This design comes from an exercise in tuning for small area, a short achievable clock period and few clock cycles per item on the open sky130 flow, not from production work. RTL that was checked went through simulation tests only; none was proved equivalent to the original. Function not checked in run 2: the RTL went through the layout flow alone.

===== flow/config.mk =====
export PLATFORM = sky130hd
export DESIGN_NAME = pm32
export DESIGN_NICKNAME = pm32
export VERILOG_FILES = /design/flow/design.v
export SDC_FILE = /design/flow/constraint.sdc
export NUM_CORES = 4
export LEC_CHECK = 0
export CAP_MARGIN = 20
export CORE_MARGIN = 2
export CORE_UTILIZATION = 40
export PLACE_DENSITY = 0.6
export SLEW_MARGIN = 20

===== flow/constraint.sdc =====
create_clock -name core_clock -period 3.0 [get_ports {clk}]
set_input_delay 0.6000 -clock core_clock [delete_from_list [all_inputs] [get_ports {clk}]]
set_output_delay 0.6000 -clock core_clock [all_outputs]
set_load 0.01 [all_outputs]

===== flow/design.v =====
`timescale 1ns/1ps
`default_nettype none
module pm32 (
    input wire          clk,
    input wire          rst,
    input wire          start,
    input wire  [31:0]  mc,
    input wire  [31:0]  mp,
    output reg  [63:0]  p,
    output reg          done,
    input wire          op  
);
    reg  [1:0]      sx;
    reg  [33:0]     cs;
    reg             ci;
    reg  [3:0]      cnt;      
    reg             busy;     
    reg             fin;      
    reg  [1:0]      ng_r, one_r, two_r;    
    reg  [4:0]     wn;        
    always @* begin
        case (cnt)
            4'd0: wn = {mc[7], mc[6], mc[5], mc[4], mc[3]};
            4'd1: wn = {mc[11], mc[10], mc[9], mc[8], mc[7]};
            4'd2: wn = {mc[15], mc[14], mc[13], mc[12], mc[11]};
            4'd3: wn = {mc[19], mc[18], mc[17], mc[16], mc[15]};
            4'd4: wn = {mc[23], mc[22], mc[21], mc[20], mc[19]};
            4'd5: wn = {mc[27], mc[26], mc[25], mc[24], mc[23]};
            4'd6: wn = {mc[31], mc[30], mc[29], mc[28], mc[27]};
            default: wn = {5{1'b0}};
        endcase
    end
    wire [4:0] w0 = {mc[3:0], 1'b0};
    wire [1:0] ng0, one0, two0, ngn, onen, twon;
    assign ng0[0]  = w0[2] & ~(w0[1] & w0[0]);
    assign one0[0] = w0[1] ^ w0[0];
    assign two0[0] = (w0[2] & ~w0[1] & ~w0[0]) | (~w0[2] & w0[1] & w0[0]);
    assign ngn[0]  = wn[2] & ~(wn[1] & wn[0]);
    assign onen[0] = wn[1] ^ wn[0];
    assign twon[0] = (wn[2] & ~wn[1] & ~wn[0]) | (~wn[2] & wn[1] & wn[0]);
    assign ng0[1]  = w0[4] & ~(w0[3] & w0[2]);
    assign one0[1] = w0[3] ^ w0[2];
    assign two0[1] = (w0[4] & ~w0[3] & ~w0[2]) | (~w0[4] & w0[3] & w0[2]);
    assign ngn[1]  = wn[4] & ~(wn[3] & wn[2]);
    assign onen[1] = wn[3] ^ wn[2];
    assign twon[1] = (wn[4] & ~wn[3] & ~wn[2]) | (~wn[4] & wn[3] & wn[2]);
    wire [1:0] ng  = busy ? ng_r  : ng0;
    wire [1:0] one = busy ? one_r : one0;
    wire [1:0] two = busy ? two_r : two0;
    wire [32:0] mx = {1'b0, mp};
    wire [32:0] m2 = {mp, 1'b0};
    wire [32:0] e0 = (({33{one[0]}} & mx) | ({33{two[0]}} & m2)) ^ {33{ng[0]}};
    wire [32:0] e1 = (({33{one[1]}} & mx) | ({33{two[1]}} & m2)) ^ {33{ng[1]}};
    wire s1 = (cs[2] & busy) ^ (busy ? p[34] : vng[1]);
    wire c2 = (cs[2] & busy) & (busy ? p[34] : vng[1]);
    wire s3 = (p[35] & busy) ^ (cs[3] & busy) ^ e0[3];
    wire c4 = ((p[35] & busy) & (cs[3] & busy)) | ((p[35] & busy) & e0[3]) | ((cs[3] & busy) & e0[3]);
    wire s5 = (cs[4] & busy) ^ (busy ? p[36] : vng[2]) ^ e0[4];
    wire c6 = ((cs[4] & busy) & (busy ? p[36] : vng[2])) | ((cs[4] & busy) & e0[4]) | ((busy ? p[36] : vng[2]) & e0[4]);
    wire s7 = (p[37] & busy) ^ (cs[5] & busy) ^ e0[5];
    wire c8 = ((p[37] & busy) & (cs[5] & busy)) | ((p[37] & busy) & e0[5]) | ((cs[5] & busy) & e0[5]);
    wire s9 = (cs[6] & busy) ^ (busy ? p[38] : vng[3]) ^ e0[6];
    wire c10 = ((cs[6] & busy) & (busy ? p[38] : vng[3])) | ((cs[6] & busy) & e0[6]) | ((busy ? p[38] : vng[3]) & e0[6]);
    wire s11 = (p[39] & busy) ^ (cs[7] & busy) ^ e0[7];
    wire c12 = ((p[39] & busy) & (cs[7] & busy)) | ((p[39] & busy) & e0[7]) | ((cs[7] & busy) & e0[7]);
    wire s13 = (cs[8] & busy) ^ (busy ? p[40] : vng[4]) ^ e0[8];
    wire c14 = ((cs[8] & busy) & (busy ? p[40] : vng[4])) | ((cs[8] & busy) & e0[8]) | ((busy ? p[40] : vng[4]) & e0[8]);
    wire s15 = (p[41] & busy) ^ (cs[9] & busy) ^ e0[9];
    wire c16 = ((p[41] & busy) & (cs[9] & busy)) | ((p[41] & busy) & e0[9]) | ((cs[9] & busy) & e0[9]);
    wire s17 = (cs[10] & busy) ^ (busy ? p[42] : vng[5]) ^ e0[10];
    wire c18 = ((cs[10] & busy) & (busy ? p[42] : vng[5])) | ((cs[10] & busy) & e0[10]) | ((busy ? p[42] : vng[5]) & e0[10]);
    wire s19 = (p[43] & busy) ^ (cs[11] & busy) ^ e0[11];
    wire c20 = ((p[43] & busy) & (cs[11] & busy)) | ((p[43] & busy) & e0[11]) | ((cs[11] & busy) & e0[11]);
    wire s21 = (cs[12] & busy) ^ (busy ? p[44] : vng[6]) ^ e0[12];
    wire c22 = ((cs[12] & busy) & (busy ? p[44] : vng[6])) | ((cs[12] & busy) & e0[12]) | ((busy ? p[44] : vng[6]) & e0[12]);
    wire s23 = (p[45] & busy) ^ (cs[13] & busy) ^ e0[13];
    wire c24 = ((p[45] & busy) & (cs[13] & busy)) | ((p[45] & busy) & e0[13]) | ((cs[13] & busy) & e0[13]);
    wire s25 = (cs[14] & busy) ^ (busy ? p[46] : vng[7]) ^ e0[14];
    wire c26 = ((cs[14] & busy) & (busy ? p[46] : vng[7])) | ((cs[14] & busy) & e0[14]) | ((busy ? p[46] : vng[7]) & e0[14]);
    wire s27 = (p[47] & busy) ^ (cs[15] & busy) ^ e0[15];
    wire c28 = ((p[47] & busy) & (cs[15] & busy)) | ((p[47] & busy) & e0[15]) | ((cs[15] & busy) & e0[15]);
    wire s29 = (cs[16] & busy) ^ (busy ? p[48] : vng[8]) ^ e0[16];
    wire c30 = ((cs[16] & busy) & (busy ? p[48] : vng[8])) | ((cs[16] & busy) & e0[16]) | ((busy ? p[48] : vng[8]) & e0[16]);
    wire s31 = (p[49] & busy) ^ (cs[17] & busy) ^ e0[17];
    wire c32 = ((p[49] & busy) & (cs[17] & busy)) | ((p[49] & busy) & e0[17]) | ((cs[17] & busy) & e0[17]);
    wire s33 = (cs[18] & busy) ^ (busy ? p[50] : vng[9]) ^ e0[18];
    wire c34 = ((cs[18] & busy) & (busy ? p[50] : vng[9])) | ((cs[18] & busy) & e0[18]) | ((busy ? p[50] : vng[9]) & e0[18]);
    wire s35 = (p[51] & busy) ^ (cs[19] & busy) ^ e0[19];
    wire c36 = ((p[51] & busy) & (cs[19] & busy)) | ((p[51] & busy) & e0[19]) | ((cs[19] & busy) & e0[19]);
    wire s37 = (cs[20] & busy) ^ (busy ? p[52] : vng[10]) ^ e0[20];
    wire c38 = ((cs[20] & busy) & (busy ? p[52] : vng[10])) | ((cs[20] & busy) & e0[20]) | ((busy ? p[52] : vng[10]) & e0[20]);
    wire s39 = (p[53] & busy) ^ (cs[21] & busy) ^ e0[21];
    wire c40 = ((p[53] & busy) & (cs[21] & busy)) | ((p[53] & busy) & e0[21]) | ((cs[21] & busy) & e0[21]);
    wire s41 = (cs[22] & busy) ^ (busy ? p[54] : vng[11]) ^ e0[22];
    wire c42 = ((cs[22] & busy) & (busy ? p[54] : vng[11])) | ((cs[22] & busy) & e0[22]) | ((busy ? p[54] : vng[11]) & e0[22]);
    wire s43 = (p[55] & busy) ^ (cs[23] & busy) ^ e0[23];
    wire c44 = ((p[55] & busy) & (cs[23] & busy)) | ((p[55] & busy) & e0[23]) | ((cs[23] & busy) & e0[23]);
    wire s45 = (cs[24] & busy) ^ (busy ? p[56] : vng[12]) ^ e0[24];
    wire c46 = ((cs[24] & busy) & (busy ? p[56] : vng[12])) | ((cs[24] & busy) & e0[24]) | ((busy ? p[56] : vng[12]) & e0[24]);
    wire s47 = (p[57] & busy) ^ (cs[25] & busy) ^ e0[25];
    wire c48 = ((p[57] & busy) & (cs[25] & busy)) | ((p[57] & busy) & e0[25]) | ((cs[25] & busy) & e0[25]);
    wire s49 = (cs[26] & busy) ^ (busy ? p[58] : vng[13]) ^ e0[26];
    wire c50 = ((cs[26] & busy) & (busy ? p[58] : vng[13])) | ((cs[26] & busy) & e0[26]) | ((busy ? p[58] : vng[13]) & e0[26]);
    wire s51 = (p[59] & busy) ^ (cs[27] & busy) ^ e0[27];
    wire c52 = ((p[59] & busy) & (cs[27] & busy)) | ((p[59] & busy) & e0[27]) | ((cs[27] & busy) & e0[27]);
    wire s53 = (cs[28] & busy) ^ (busy ? p[60] : vng[14]) ^ e0[28];
    wire c54 = ((cs[28] & busy) & (busy ? p[60] : vng[14])) | ((cs[28] & busy) & e0[28]) | ((busy ? p[60] : vng[14]) & e0[28]);
    wire s55 = (p[61] & busy) ^ (cs[29] & busy) ^ e0[29];
    wire c56 = ((p[61] & busy) & (cs[29] & busy)) | ((p[61] & busy) & e0[29]) | ((cs[29] & busy) & e0[29]);
    wire s57 = (cs[30] & busy) ^ (busy ? p[62] : vng[15]) ^ e0[30];
    wire c58 = ((cs[30] & busy) & (busy ? p[62] : vng[15])) | ((cs[30] & busy) & e0[30]) | ((busy ? p[62] : vng[15]) & e0[30]);
    wire s59 = (p[63] & busy) ^ (cs[31] & busy) ^ e0[31];
    wire c60 = ((p[63] & busy) & (cs[31] & busy)) | ((p[63] & busy) & e0[31]) | ((cs[31] & busy) & e0[31]);
    wire s61 = (sx[0] & busy) ^ (cs[32] & busy) ^ e0[32];
    wire c62 = ((sx[0] & busy) & (cs[32] & busy)) | ((sx[0] & busy) & e0[32]) | ((cs[32] & busy) & e0[32]);
    wire s63 = (sx[1] | ~busy) ^ (cs[33] & busy) ^ ~ng[0];
    wire c64 = ((sx[1] | ~busy) & (cs[33] & busy)) | ((sx[1] | ~busy) & ~ng[0]) | ((cs[33] & busy) & ~ng[0]);
    wire s65 = (cs[0] & busy) ^ (busy ? p[32] : vng[0]);
    wire c66 = (cs[0] & busy) & (busy ? p[32] : vng[0]);
    wire s67 = (p[33] & busy) ^ (cs[1] & busy) ^ e0[1];
    wire c68 = ((p[33] & busy) & (cs[1] & busy)) | ((p[33] & busy) & e0[1]) | ((cs[1] & busy) & e0[1]);
    wire s69 = e0[2] ^ e1[0] ^ s1;
    wire c70 = (e0[2] & e1[0]) | (e0[2] & s1) | (e1[0] & s1);
    wire s71 = c2 ^ e1[1] ^ s3;
    wire c72 = (c2 & e1[1]) | (c2 & s3) | (e1[1] & s3);
    wire s73 = e1[2] ^ c4 ^ s5;
    wire c74 = (e1[2] & c4) | (e1[2] & s5) | (c4 & s5);
    wire s75 = e1[3] ^ c6 ^ s7;
    wire c76 = (e1[3] & c6) | (e1[3] & s7) | (c6 & s7);
    wire s77 = e1[4] ^ c8 ^ s9;
    wire c78 = (e1[4] & c8) | (e1[4] & s9) | (c8 & s9);
    wire s79 = e1[5] ^ c10 ^ s11;
    wire c80 = (e1[5] & c10) | (e1[5] & s11) | (c10 & s11);
    wire s81 = e1[6] ^ c12 ^ s13;
    wire c82 = (e1[6] & c12) | (e1[6] & s13) | (c12 & s13);
    wire s83 = e1[7] ^ c14 ^ s15;
    wire c84 = (e1[7] & c14) | (e1[7] & s15) | (c14 & s15);
    wire s85 = e1[8] ^ c16 ^ s17;
    wire c86 = (e1[8] & c16) | (e1[8] & s17) | (c16 & s17);
    wire s87 = e1[9] ^ c18 ^ s19;
    wire c88 = (e1[9] & c18) | (e1[9] & s19) | (c18 & s19);
    wire s89 = e1[10] ^ c20 ^ s21;
    wire c90 = (e1[10] & c20) | (e1[10] & s21) | (c20 & s21);
    wire s91 = e1[11] ^ c22 ^ s23;
    wire c92 = (e1[11] & c22) | (e1[11] & s23) | (c22 & s23);
    wire s93 = e1[12] ^ c24 ^ s25;
    wire c94 = (e1[12] & c24) | (e1[12] & s25) | (c24 & s25);
    wire s95 = e1[13] ^ c26 ^ s27;
    wire c96 = (e1[13] & c26) | (e1[13] & s27) | (c26 & s27);
    wire s97 = e1[14] ^ c28 ^ s29;
    wire c98 = (e1[14] & c28) | (e1[14] & s29) | (c28 & s29);
    wire s99 = e1[15] ^ c30 ^ s31;
    wire c100 = (e1[15] & c30) | (e1[15] & s31) | (c30 & s31);
    wire s101 = e1[16] ^ c32 ^ s33;
    wire c102 = (e1[16] & c32) | (e1[16] & s33) | (c32 & s33);
    wire s103 = e1[17] ^ c34 ^ s35;
    wire c104 = (e1[17] & c34) | (e1[17] & s35) | (c34 & s35);
    wire s105 = e1[18] ^ c36 ^ s37;
    wire c106 = (e1[18] & c36) | (e1[18] & s37) | (c36 & s37);
    wire s107 = e1[19] ^ c38 ^ s39;
    wire c108 = (e1[19] & c38) | (e1[19] & s39) | (c38 & s39);
    wire s109 = e1[20] ^ c40 ^ s41;
    wire c110 = (e1[20] & c40) | (e1[20] & s41) | (c40 & s41);
    wire s111 = e1[21] ^ c42 ^ s43;
    wire c112 = (e1[21] & c42) | (e1[21] & s43) | (c42 & s43);
    wire s113 = e1[22] ^ c44 ^ s45;
    wire c114 = (e1[22] & c44) | (e1[22] & s45) | (c44 & s45);
    wire s115 = e1[23] ^ c46 ^ s47;
    wire c116 = (e1[23] & c46) | (e1[23] & s47) | (c46 & s47);
    wire s117 = e1[24] ^ c48 ^ s49;
    wire c118 = (e1[24] & c48) | (e1[24] & s49) | (c48 & s49);
    wire s119 = e1[25] ^ c50 ^ s51;
    wire c120 = (e1[25] & c50) | (e1[25] & s51) | (c50 & s51);
    wire s121 = e1[26] ^ c52 ^ s53;
    wire c122 = (e1[26] & c52) | (e1[26] & s53) | (c52 & s53);
    wire s123 = e1[27] ^ c54 ^ s55;
    wire c124 = (e1[27] & c54) | (e1[27] & s55) | (c54 & s55);
    wire s125 = e1[28] ^ c56 ^ s57;
    wire c126 = (e1[28] & c56) | (e1[28] & s57) | (c56 & s57);
    wire s127 = e1[29] ^ c58 ^ s59;
    wire c128 = (e1[29] & c58) | (e1[29] & s59) | (c58 & s59);
    wire s129 = e1[30] ^ c60 ^ s61;
    wire c130 = (e1[30] & c60) | (e1[30] & s61) | (c60 & s61);
    wire s131 = e1[31] ^ s63 ^ c62;
    wire c132 = (e1[31] & s63) | (e1[31] & c62) | (s63 & c62);
    wire s133 = 1'b1 ^ e1[32] ^ c64;
    wire c134 = (1'b1 & e1[32]) | (1'b1 & c64) | (e1[32] & c64);
    wire [37:0] ra = {1'b0, 1'b1, ~ng[1], s133, s131, c128, c126, c124, c122, c120, c118, c116, c114, c112, c110, c108, c106, c104, c102, c100, c98, c96, c94, c92, c90, c88, c86, c84, c82, c80, c78, c76, c74, c72, c70, c68, c66, e0[0]};
    wire [37:0] rb = {1'b0, 1'b0, c134, c132, c130, s129, s127, s125, s123, s121, s119, s117, s115, s113, s111, s109, s107, s105, s103, s101, s99, s97, s95, s93, s91, s89, s87, s85, s83, s81, s79, s77, s75, s73, s71, s69, s67, s65};
    wire [15:0] vng;
    wire [32:0] mcx = {mc, 1'b0};
    genvar gd;
    generate
        for (gd = 0; gd < 16; gd = gd + 1) begin : g_vng
            assign vng[gd] = mcx[2*gd+2] & ~(mcx[2*gd+1] & mcx[2*gd]);
        end
    endgenerate
    wire [4:0] lo = ra[3:0] + rb[3:0] + {4'b0, ci & busy};    
    wire [31:0] hi = p[63:32] + cs[31:0] + {31'b0, ci};    
    always @(posedge clk) begin
        if (start | busy) begin
            p  <= {ra[35:4], lo[3:0], p[31:4]};
        end else if (fin) begin
            p[63:32] <= hi;
        end
        sx <= ra[37:36];
        cs <= rb[37:4];
        ci <= lo[4];
        ng_r  <= ngn;
        one_r <= onen;
        two_r <= twon;
    end
    always @(posedge clk or posedge rst) begin
        if (rst) begin
            cnt  <= 4'd0;
            busy <= 1'b0;
            fin  <= 1'b0;
            done <= 1'b0;
        end else begin
            if (start | busy)
                cnt <= cnt + 4'd1;
            else
                cnt <= 4'd0;
            busy <= (start | busy) & (cnt != 4'd7);
            fin  <= (start | busy) & (cnt == 4'd7);
            done <= fin | (done & ~start);
        end
    end
endmodule

===== flow/run.sh =====
#!/bin/bash
# synth_recipe.tcl (not shown) runs the flow's synth.tcl, then flattens the netlist and writes it again
# the make line also repeats each setting of config.mk as NAME=value (left out here)
make -C /OpenROAD-flow-scripts/flow DESIGN_CONFIG=/design/flow/config.mk WORK_HOME=/design/flow/orfs CLKGATE_MAP_FILE= SYNTH_SCRIPT=/design/flow/synth_recipe.tcl finish

==> results of run 1 <==
## cells by family after synthesis
logic type / after synthesis
xor+xnor: 98
compound gates: 236
simple gates: 225
buf+inv: 121
fa+ha+maj: 110
flops: 110
mux: 5
## worst paths after layout
path,start,endpoint,slack [ns],depth (start not counted)
setup / recovery,mc[0],p[31],0.1,9
hold / removal,p[24],p[20],0.45,0
setup reg to reg,busy,p[31],0.12,8
min in group asynchronous,rst,cnt[2],0.47,2
max in group asynchronous,rst,busy,2.28,2
hold reg to reg,p[24],p[20],0.45,0
## flip-flops by register name, summed over array words and instances (netlist names)
name and count:
busy 1, ci 1, cnt 4, cs 32, done 1, fin 1
ng_r 2, one_r 2, p 64, two_r 2
## cells in the final DEF (no fill, tap or decap), types with 3 or more instances in the layout
| master | synthesis | layout |
|---|---|---|
| buf_4 | 0 | 47 |
| dfxtp_1 | 39 | 39 |
| a22o_1 | 4 | 4 |
| ha_1 | 44 | 42 |
| clkdlybuf4s50_1 | 0 | 128 |
| nor3_1 | 6 | 6 |
| and2_1 | 9 | 8 |
| a222oi_1 | 5 | 5 |
| o21a_1 | 5 | 5 |
| a21oi_2 | 5 | 5 |
| inv_1 | 69 | 69 |
| a22oi_1 | 65 | 64 |
| nand2_1 | 142 | 142 |
| fa_1 | 66 | 64 |
| xor2_1 | 21 | 21 |
| o211ai_1 | 5 | 5 |
| o21ai_1 | 6 | 4 |
| nand3_1 | 5 | 5 |
| clkbuf_16 | 0 | 9 |
| a21o_1 | 24 | 23 |
| nand4_1 | 5 | 5 |
| and3_1 | 4 | 4 |
| or3_1 | 3 | 3 |
| a31oi_1 | 7 | 7 |
| mux2_2 | 4 | 3 |
| o21ai_0 | 34 | 34 |
| clkinv_8 | 0 | 3 |
| a211oi_1 | 6 | 6 |
| edfxtp_1 | 64 | 64 |
| a21oi_1 | 45 | 45 |
| o21ai_2 | 3 | 4 |
| xnor2_1 | 77 | 77 |
| nor2_1 | 35 | 35 |
| dfrtp_1 | 7 | 6 |
## critical path: cells and delay by family
| family | cells | cell delay (ns) |
|---|---|---|
| AOI/OAI and AO/OA | 1 | 0.17 |
| xor gates and xnor gates | 2 | 0.24 |
| adders and majority gates | 3 | 1.35 |
| buffers and inverters | 2 | 0.35 |
| muxes | 1 | 0.32 |
## per-stage QoR
step	cell area, µm²	setup TNS [ns]
6_report	11000	0
5_1_grt	11000	-0.00135
3_3_place_gp	10600	-13.78
4_1_cts	10900	0
3_5_place_dp	10600	-14.84
2_1_floorplan	8780	0
## routing by layer
metal	share of wire (%)	track usage (%)	wire, µm	vias up
li1	-	-	-	3432
met1	45	30.5	11100	3538
met2	49	36.5	11800	221
met3	4.5	2.69	1100	18
met4	1.3	5.05	322	0
met5	0	0	0	-
## cell type report
cell class | instances | area, µm²
Tap cell | 280 | 350
Timing Repair Buffer | 181 | 1720
Multi-Input combinational cell | 674 | 5460
Inverter | 70 | 263
Clock buffer | 9 | 225
Sequential cell | 110 | 2880
Fill cell | 2056 | 10600
Clock inverter | 7 | 93.8
## timing repair
item,4_1_cts,5_1_grt
setup buffers,0,1
gates resized for setup,5,8
setup endpoints to repair,4,15
pin swaps,2,1
endpoints found under the hold margin,0,0
==> key figures, run 1 <==
Clock network
  – H-Tree Depth: 3
  – CTS Buf Count: 9
  – CTS max path bufs: 2
  – Clk root buf: clkbuf_16
  – Clock transition at path regs: 0.09 ns
  – Worst-Skew Late Latency: between 0.3 and 0.4 ns
  – Hold_buf cts: 0
  – Sink Count: 110
  – CTS tree: yes

Drt
  – DRT Wirelength: about 24000 µm
  – DR WL/cell: ~18 µm
  – DRC: 0
  – Vias per cell: 5.42
  – Initial drt markers: 493
  – Number of detailed-routing iterations run before antenna repair: 8
  – Post-route ant nets: 0
  – Via count: ~7200

Synthesis
  – Post-Syn Area: ~8700 µm²
  – Post-synthesis compound-gate area fraction: between 15 and 20%
  – Commonest cells in the synthesized netlist: nand2_1, xnor2_1, inv_1
  – Largest family of logic cells by synthesized area: adder cells
  – Synth area leader: edfxtp_1
  – Post-Syn Nets: 1083
  – EDFF count, synth: 64
  – Yosys warnings: 1
  – Area share of the leading cell type in the synthesized netlist: 22.0%
  – Synth Area in XOR/XNOR: about a tenth
  – Mux cell area share after synthesis: 0.630%
  – Synth Area in Simple Gates: 11.3%
  – Synth Register Bits: 110
  – Ys flop type: edfxtp_1
  – Largest cells by area after synthesis: edfxtp_1, fa_1, dfxtp_1
  – Asr flop ratio synth: 6.36%
  – Mapped Cells: 905
  – Most frequent cell after synthesis: nand2_1
  – Post-synthesis adder-cell area fraction: between 20% and 30%
  – Register area share after synthesis: 32.9%
  – Avg Cell Area, Syn: 9.65 µm²
  – Yosys cell types: 63

Global route
  – Vias in the first global route: roughly 7100
  – Antenna violations before repair: 0
  – Remaining Overflow, GRT: 0
  – Largest net degree at the start of global routing: 55
  – Total global-route track usage: around 22%
  – First-pass GRT wire length: 38500 µm

Worst setup path
  – Worst Path Arrival: 3.03 ns
  – Worst setup EP type: flip-flop
  – CP Launch Type: primary input
  – Slowest-stage cell, CP: fa_1
  – Worst endpoint required time: 3.12 ns
  – CP Max Fanout: 4
  – Critical path's largest stage delay: about 0.6 ns
  – CP cell instances: dlygate4sd2_1, mux2_4, a22oi_2, xnor2_1, fa_1, inv_1, fa_1, ha_4, xnor2_1
  – Kind of critical path: in -> reg

Outcome
  – Status: no timing/DRC/antenna violations

Floorplanning
  – Core area: 21600 µm²
  – Row count: 54
  – Die Wd: 152 µm
  – DIE AREA: approximately 23000 µm²
  – Die Ht: between 150 and 200 µm
  – I/O Pins: 133
  – Starting Density: between 40% and 50%

Timing
  – Fin. Hold Viols: 0
  – Worst Hold Margin: approximately 0.45 ns
  – Post-layout minimum cycle time: 2.90 ns
  – Clk_skew: 0.0114 ns
  – Slew @ Worst Pin: 0.562 ns
  – Final setup margin: between 0.09 and 0.1 ns
  – Rel. slew slack: 62.5%
  – Fmax: 345 MHz
  – Tcrit/Tclk final: 96.7%
  – Max-slew violations: 0
  – Final setup viols: 0

Hold path
  – Worst hold path type: reg -> reg

Layout
  – Layout cells sized above 1: 9.51%
  – Util after Layout: 50.8%
  – Finished Layout Cells: between 1000 and 1500
  – Antenna fix cells: 0
  – Final nets: 1224
  – Area grow syn2layout: 25.8%

Place
  – Port Buffers: 131
  – Placed cells: roughly 1300
  – Placement Setup Slack: -0.504 ns
  – GPL Wtd Cong: approximately 0.86
  – Detailed Place HPWL: 19000 µm

Run
  – Number of max-cap violations: 0
Testbench counts, summed over its fixed seeds: cycles 21,608, items 2,400.
==> inputs of run 2 (changes only) <==
--- a/flow/design.v
+++ b/flow/design.v
@@ -17,6 +17,8 @@
     reg             busy;     
     reg             fin;      
     reg  [1:0]      ng_r, one_r, two_r;    
+    reg             sel;      
+    wire            more = (start | busy) & (cnt != 4'd7);    
     reg  [4:0]     wn;        
     always @* begin
         case (cnt)
@@ -44,9 +46,9 @@
     assign ngn[1]  = wn[4] & ~(wn[3] & wn[2]);
     assign onen[1] = wn[3] ^ wn[2];
     assign twon[1] = (wn[4] & ~wn[3] & ~wn[2]) | (~wn[4] & wn[3] & wn[2]);
-    wire [1:0] ng  = busy ? ng_r  : ng0;
-    wire [1:0] one = busy ? one_r : one0;
-    wire [1:0] two = busy ? two_r : two0;
+    wire [1:0] ng  = sel ? ng_r  : ng0;
+    wire [1:0] one = sel ? one_r : one0;
+    wire [1:0] two = sel ? two_r : two0;
     wire [32:0] mx = {1'b0, mp};
     wire [32:0] m2 = {mp, 1'b0};
     wire [32:0] e0 = (({33{one[0]}} & mx) | ({33{two[0]}} & m2)) ^ {33{ng[0]}};
@@ -207,6 +209,7 @@
         cs <= rb[37:4];
         ci <= lo[4];
         ng_r  <= ngn;
+        sel   <= more;
         one_r <= onen;
         two_r <= twon;
     end
@@ -221,7 +224,7 @@
                 cnt <= cnt + 4'd1;
             else
                 cnt <= 4'd0;
-            busy <= (start | busy) & (cnt != 4'd7);
+            busy <= more;
             fin  <= (start | busy) & (cnt == 4'd7);
             done <= fin | (done & ~start);
         end
==> key figures, run 2 <==
Drt
  – WL met3: 1510 µm
  – Met2 wire length: 12900 µm
  – Number of detailed-routing iterations run before antenna repair: 7
  – Met1 wire length: 11500 µm
  – DR WL/cell: 19.0 µm
  – Post-route ant nets: 0
  – Initial drt markers: 629
  – Via count: 7579
  – DRT Wirelength: 26200 µm
  – Top Layer Used: met4
  – Vias per cell: 5.48
  – DRC: 0

Layout
  – Largest regs: p x64, cs x32, cnt x4
  – Area grow syn2layout: 26.2%
  – Layout cells sized above 1: 10.3%
  – Largest register by flop count: p
  – Final non-filler cell area: 11400 µm²
  – Antenna fix cells: 0
  – Finished Layout Cells: 1384
  – Most frequent cells in the layout: nand2_1, clkdlybuf4s50_1, inv_1, a22oi_1
  – Commonest non-fill, non-tap cell in the layout: nand2_1
  – Filler cell count: 2026
  – Largest register FFs: between 60 and 70
  – Final nets: 1278
  – Util after Layout: 51.7%

Timing
  – Max-slew violations: 0
  – Final setup margin: between 0.09 and 0.1 ns
  – Fin. Hold Viols: 0
  – Slew @ Worst Pin: between 0.5 and 0.6 ns
  – Fmax: 344 MHz
  – Tcrit/Tclk final: 96.8%
  – Final setup viols: 0
  – Clk_skew: 0.0150 ns
  – Rel. slew slack: 64.4%
  – RSZ-0062 raised after global routing: no
  – Worst Hold Margin: 0.452 ns
  – Setup tns final: 0 ns
  – Post-layout minimum cycle time: 2.90 ns

Synthesis
  – Largest cells by area after synthesis: edfxtp_1, fa_1, dfxtp_1
  – Most frequent cell after synthesis: nand2_1
  – Commonest cells in the synthesized netlist: nand2_1, inv_1, a22oi_1
  – Synth area leader: edfxtp_1
  – Asr flop ratio synth: 6.31%
  – Area share of the leading cell type in the synthesized netlist: 21.3%
  – Register area share after synthesis: about a third
  – Post-Syn Area: between 9000 and 10000 µm²
  – Yosys cell types: between 60 and 70
  – Mapped Cells: 952
  – Yosys warnings: 1
  – Ys flop type: edfxtp_1
  – EDFF count, synth: 64
  – Synth Register Bits: 111
  – Post-Syn Nets: 1131
  – Avg Cell Area, Syn: 9.49 µm²

Clock network
  – Sink Count: 111
  – CTS tree: yes
  – H-Tree Depth: 3
  – Clock transition at path regs: 0.09 ns
  – Worst-Skew Late Latency: 0.37 ns
  – Clk root buf: clkbuf_16
  – CTS max path bufs: 2
  – CTS Buf Count: 9

Floorplanning
  – Die Wd: 154 µm
  – DIE AREA: 23800 µm²
  – Die Ht: 154 µm
  – Row count: 54
  – Starting Density: 41.0%
  – Core area: around 22000 µm²
  – I/O Pins: ~130

Worst setup path
  – Most frequent CP cell: fa_2
  – FF-to-FF Start: p[32]
  – Worst setup EP type: flip-flop
  – R2R depth: 9
  – Reg-to-reg critical path endpoint: p[44]
  – CP cell instances: fa_2, fa_2, a21o_1, a221o_1, buf_4, a31oi_2, o21ai_1, a311o_1, nand3_1
  – Worst Path Arrival: 3.15 ns
  – Worst R2R Setup Slack: 0.1 ns
  – Kind of critical path: reg -> reg
  – Worst endpoint required time: 3.24 ns
  – CP Launch Type: flip-flop
  – CP Max Fanout: 3
  – Critical path's largest stage delay: 0.43 ns
  – Slowest-stage cell, CP: edfxtp_1

Global route
  – Antenna violations before repair: 0
  – Vias in the first global route: 7285
  – Remaining Overflow, GRT: 0
  – Largest net degree at the start of global routing: 45
  – First-pass GRT wire length: ~40000 µm
  – Total global-route track usage: 21.9%

Place
  – Placement Setup Slack: -0.499 ns
  – GPL Wtd Cong: 0.893
  – Placed cells: 1364
  – Detailed Place HPWL: roughly 21000 µm
  – Port Buffers: 131
  – DP Area: 11000 µm²

Outcome
  – Status: no timing/DRC/antenna violations

Run
  – Number of max-cap violations: 0

Hold path
  – Worst hold path type: in -> async
[run 2: changes by cell type after synthesis, sizes merged, moves of 6 or more]
cell,before,now
nand2,142,133
buf,12,18
and3,4,18
a21o,24,18
a21oi,50,57
or3,3,9
xor2,21,41
o21ai,43,36
nand3,5,11
nand4,5,17
xnor2,77,47
inv,69,83
[run 2: what timing repair did]
item / in CTS / in global routing
resized for setup: 10 / 3
hold buffers: 0 / 0
cloned: 1 / 0
buffers inserted: 2 / 1
setup endpoints to repair: 22 / 7
pin swaps: 3 / 2
endpoints found under the hold margin: 0 / 0
[run 2: cell type report]
type | count | area (µm²) | area share, %
clock buffer | 9 | 225 | 1.98
timing repair buffer | 197 | 1850 | 16.2
tap | 280 | 350 | 3.07
inverter | 83 | 312 | 2.73
clock inverter | 7 | 106 | 0.933
multi-input combinational | 697 | 5660 | 49.6
sequential | 111 | 2900 | 25.4
[run 2: routing by layer]
| layer | up-vias | track usage [%] |
|---|---|---|
| met5 | - | 0 |
| met4 | 0 | 4.41 |
| met3 | 24 | 3.50 |
| met2 | 245 | 38.0 |
| met1 | 3661 | 29.1 |
| li1 | 3649 | - |
[run 2: worst max path at each step]
stage                     startpoint  endpoint  slack (ns)  cells after the start
after detailed placement       mc[1]     p[31]       -0.50                     11
after floorplan                mc[1]     p[31]       0.001                     10
after global placement         mc[1]     p[31]       -0.48                     11
after global routing           p[32]     p[62]       0.007                      9
final                          p[32]     p[44]         0.1                      9
after CTS                      p[32]     p[56]        0.05                      9
[run 2: critical path: cells and delay by family, from the launching register on]
kind	cells	cell delay (ns)
flip-flops	1	0.43
buffers and inverters	1	0.19
adder cells (fa/ha/maj)	2	0.76
AO/OA/AOI/OAI	5	1.35
AND/OR/NAND/NOR	1	0.07
[run 2: cell families after synthesis]
| kind of cell | after synthesis | synth area share (%) |
|---|---|---|
| simple gates | 240 | 11.8 |
| flops | 111 | 32.1 |
| buf+inv | 144 | 6.25 |
| mux | 9 | 1.08 |
| xor+xnor | 88 | 8.53 |
| fa+ha+maj | 111 | 20.9 |
| compound gates | 249 | 19.4 |
==> inputs of run 3 (changes only) <==
--- a/flow/design.v
+++ b/flow/design.v
@@ -17,8 +17,6 @@
     reg             busy;     
     reg             fin;      
     reg  [1:0]      ng_r, one_r, two_r;    
-    reg             sel;      
-    wire            more = (start | busy) & (cnt != 4'd7);    
     reg  [4:0]     wn;        
     always @* begin
         case (cnt)
@@ -46,9 +44,9 @@
     assign ngn[1]  = wn[4] & ~(wn[3] & wn[2]);
     assign onen[1] = wn[3] ^ wn[2];
     assign twon[1] = (wn[4] & ~wn[3] & ~wn[2]) | (~wn[4] & wn[3] & wn[2]);
-    wire [1:0] ng  = sel ? ng_r  : ng0;
-    wire [1:0] one = sel ? one_r : one0;
-    wire [1:0] two = sel ? two_r : two0;
+    wire [1:0] ng  = busy ? ng_r  : ng0;
+    wire [1:0] one = busy ? one_r : one0;
+    wire [1:0] two = busy ? two_r : two0;
     wire [32:0] mx = {1'b0, mp};
     wire [32:0] m2 = {mp, 1'b0};
     wire [32:0] e0 = (({33{one[0]}} & mx) | ({33{two[0]}} & m2)) ^ {33{ng[0]}};
@@ -209,7 +207,6 @@
         cs <= rb[37:4];
         ci <= lo[4];
         ng_r  <= ngn;
-        sel   <= more;
         one_r <= onen;
         two_r <= twon;
     end
@@ -224,7 +221,7 @@
                 cnt <= cnt + 4'd1;
             else
                 cnt <= 4'd0;
-            busy <= more;
+            busy <= (start | busy) & (cnt != 4'd7);
             fin  <= (start | busy) & (cnt == 4'd7);
             done <= fin | (done & ~start);
         end
==> flow/flow/run.sh (new file) <==
#!/bin/bash
# Layout: the standard flow (standard synthesis unchanged), except that the
# port buffers that global placement inserts are sky130_fd_sc_hd__buf_1 cells
# and timing repair aims for 0.3 ns of setup slack.
# The output of each step is kept in its own log file in this folder.
set -euo pipefail
cd "$(dirname "$0")/.."
bash standard.sh synth > flow_synth.log 2>&1
bash standard.sh "BUFFER_PORTS_ARGS=-buffer_cell sky130_fd_sc_hd__buf_1" SETUP_SLACK_MARGIN=0.3 finish > flow_layout.log 2>&1
==> flow/standard.sh (new file) <==
#!/bin/bash
# synth_recipe.tcl (not shown) runs the flow's synth.tcl, then flattens the netlist and writes it again
# the make line also repeats each setting of config.mk as NAME=value (left out here)
make -C /OpenROAD-flow-scripts/flow DESIGN_CONFIG=/design/flow/config.mk WORK_HOME=/design/flow/orfs CLKGATE_MAP_FILE= SYNTH_SCRIPT=/design/flow/synth_recipe.tcl "${@:-finish}"
removed: flow/run.sh
==> key figures, run 3 <==
Synthesis
  – Yosys cell types: 63
  – Post-Syn Area: 8740 µm²
  – Area share of the leading cell type in the synthesized netlist: a little over a fifth
  – Post-Syn Nets: 1083
  – Yosys warnings: 1
  – EDFF count, synth: 64
  – Avg Cell Area, Syn: a little under 10 µm²
  – Synth Register Bits: 110
  – Asr flop ratio synth: 6.36%
  – Mapped Cells: 905
  – Register area share after synthesis: 32.9%
  – Largest cells by area after synthesis: edfxtp_1, fa_1, dfxtp_1
  – Ys flop type: edfxtp_1
  – Synth area leader: edfxtp_1
  – Most frequent cell after synthesis: nand2_1
  – Commonest cells in the synthesized netlist: nand2_1, xnor2_1, inv_1

Global route
  – Largest net degree at the start of global routing: 40
  – Remaining Overflow, GRT: 0
  – Vias in the first global route: 7243
  – Grt met1 use: 30.2%
  – Met3 usage: 3.20%
  – First-pass GRT wire length: 39300 µm
  – Antenna violations before repair: 0
  – Met2 GRT Util: 37.4%
  – Total global-route track usage: 22.5%
  – Busiest metal layer after global routing: met2

Timing
  – Final setup margin: 0.219 ns
  – Post-layout minimum cycle time: 2.78 ns
  – Fin. Hold Viols: 0
  – Final setup viols: 0
  – Fmax: 360 MHz
  – Slew @ Worst Pin: about 0.52 ns
  – Rel. slew slack: 65.1%
  – Tcrit/Tclk final: 92.7%
  – Max-slew violations: 0
  – Setup tns final: 0 ns
  – Worst Hold Margin: 0.131 ns
  – RSZ-0062 raised after global routing: yes
  – Clk_skew: between 0.01 and 0.015 ns

Clock network
  – H-Tree Depth: 3
  – Sink Count: 110
  – CTS max path bufs: 2
  – Clock transition at path regs: around 0.080 ns
  – Clk root buf: clkbuf_16
  – Worst-Skew Late Latency: 0.37 ns
  – Hold_buf cts: 0
  – CTS tree: yes
  – CTS Buf Count: 9

Floorplanning
  – Core area: 21600 µm²
  – Die Wd: between 150 and 200 µm
  – I/O Pins: 133
  – Die Ht: 152 µm
  – Row count: 54
  – DIE AREA: 23000 µm²
  – Starting Density: roughly two fifths

Worst setup path
  – Worst setup EP type: flip-flop
  – CP top delay family: adder cells
  – Buffers & Inverters on Critical Path: 2
  – Critical path's largest stage delay: 0.50 ns
  – Slowest-stage cell, CP: fa_1
  – CP Max Fanout: 14
  – Kind of critical path: reg -> reg
  – Worst Path Arrival: 2.89 ns
  – CP cell instances: mux2_4, buf_12, a22oi_2, xnor2_2, fa_1, inv_1, fa_2, a211oi_2, nand3_1
  – CP Launch Type: flip-flop
  – Worst endpoint required time: 3.11 ns

Layout
  – Area grow syn2layout: 24.1%
  – Largest regs: p x64, cs x32, cnt x4
  – Most frequent cells in the layout: nand2_1, buf_1, xnor2_1, inv_1, edfxtp_1
  – Final nets: 1248
  – Commonest non-fill, non-tap cell in the layout: nand2_1
  – Largest register FFs: 64
  – Antenna fix cells: 0
  – Largest register by flop count: p
  – Layout cells sized above 1: 16.0%

Outcome
  – Status: no timing/DRC/antenna violations

Drt
  – DRT Wirelength: 25000 µm
  – Initial drt markers: roughly 470
  – Vias per cell: around 5.4
  – DRC: 0
  – Via count: 7282
  – Post-route ant nets: 0
  – Number of detailed-routing iterations run before antenna repair: 5
  – DR WL/cell: roughly 18 µm

Place
  – Port Buffers: 131
  – GPL Wtd Cong: just under 0.9
  – Detailed Place HPWL: 18800 µm
  – Placement Setup Slack: -0.0947 ns

Hold path
  – Worst hold path type: in -> async

Run
  – Number of max-cap violations: 0
run 3: timing repair:
action,CTS,global route
resized for setup,33,45
gates cloned,2,2
pin swaps,10,22
setup endpoints to repair,38,34
setup buffers,13,15
run 3: worst register-to-register path, stage by stage (launching register included):
cell and delay [ns]:
dfrtp_2 0.47, mux2_4 0.37, buf_12 0.17, a22oi_2 0.22
xnor2_2 0.09, fa_1 0.50, inv_1 0.06, fa_2 0.35
a211oi_2 0.22, nand3_1 0.09
run 3: final timing paths:
kind / start / endpoint / slack [ns] / depth (start not counted)
worst max-delay path: busy / p[44] / 0.22 / 9
worst min-delay path: rst / cnt[0] / 0.13 / 2
worst max register to register: busy / p[44] / 0.22 / 9
worst min register to register: p[19] / p[15] / 0.45 / 0
max in group asynchronous: rst / busy / 2.62 / 2
min in group core_clock: p[19] / p[15] / 0.45 / 0
run 3: cells by family (layout without fill, tap and decap cells):
| family | count (synthesis) | in the layout | synth area share (%) |
|---|---|---|---|
| compound gates | 236 | 236 | 18.5 |
| xor+xnor | 98 | 98 | 9.82 |
| fa+ha+maj | 110 | 110 | 21.4 |
| buf+inv | 121 | 291 | 5.43 |
| flops | 110 | 110 | 32.9 |
| mux | 5 | 5 | 0.630 |
| simple gates | 225 | 225 | 11.3 |
run 3: metal layers:
| layer | part of all wire [%] | up-vias | wire, µm |
|---|---|---|---|
| met4 | 2.8 | 0 | 705 |
| li1 | - | 3496 | - |
| met2 | 49 | 203 | 12100 |
| met5 | 0 | - | 0 |
| met1 | 44 | 3547 | 10900 |
| met3 | 4.9 | 36 | 1220 |
run 3: layout make-up:
| class | instances | area, µm² |
|---|---|---|
| clock inverters | 7 | 101 |
| clock buffers | 9 | 225 |
| multi-input cells | 674 | 5750 |
| flip-flops and latches | 110 | 2880 |
| well taps | 280 | 350 |
| inverters | 70 | 263 |
| fillers | 2078 | 10800 |
| repair buffers | 205 | 1270 |
run 3: through the flow:
stage	instance area, µm²	cells	util (%)
after floorplan	8800	905	-
after global placement	9810	1307	45.4
after detailed placement	9810	1307	45.4
after CTS	10500	1338	48.4
after global routing	10800	1355	50.1
final	10800	1355	50.1
Testbench counts of run 3, summed over its fixed seeds: cycles 21,608, items 2,400.

separate check: timing with driven ports:
Ports are ideal in the flow. The routed layouts listed here were re-timed in OpenROAD.
Step 1 (the two cells are an assumption about what drives the block):
set clk [get_ports {clk}]
set_driving_cell -lib_cell sky130_fd_sc_hd__clkbuf_16 $clk
set_driving_cell -lib_cell sky130_fd_sc_hd__buf_2 [delete_from_list [all_inputs] $clk]
Step 2 moves the port delays by t, midway between the first and last clock arrival at a register: inputs arrive t later, outputs are due t later. That takes back most of the time a late clock gives input paths.
a / b / c = ideal / step 1 / step 2; a / b = the first two.
run | t (ns) | setup WS [ns] | clock arrival spread, ns | worst data-port slew with drivers (ns)
run 1 | 0.408 | 0.099 / 0.118 / -0.279 | 0.011 / 0.012 | 0.04
run 2 | 0.411 | 0.096 / 0.096 / -0.226 | 0.017 / 0.017 | 0.06
run 3 | 0.415 | 0.219 / 0.219 / -0.081 | 0.013 / 0.013 | 0.05
Met with ideal ports but missed after step 2: setup timing in every run listed. For run 1, which loses most, drivers alone change the setup slack by +0.019 ns; drivers and shift together by -0.378 ns.
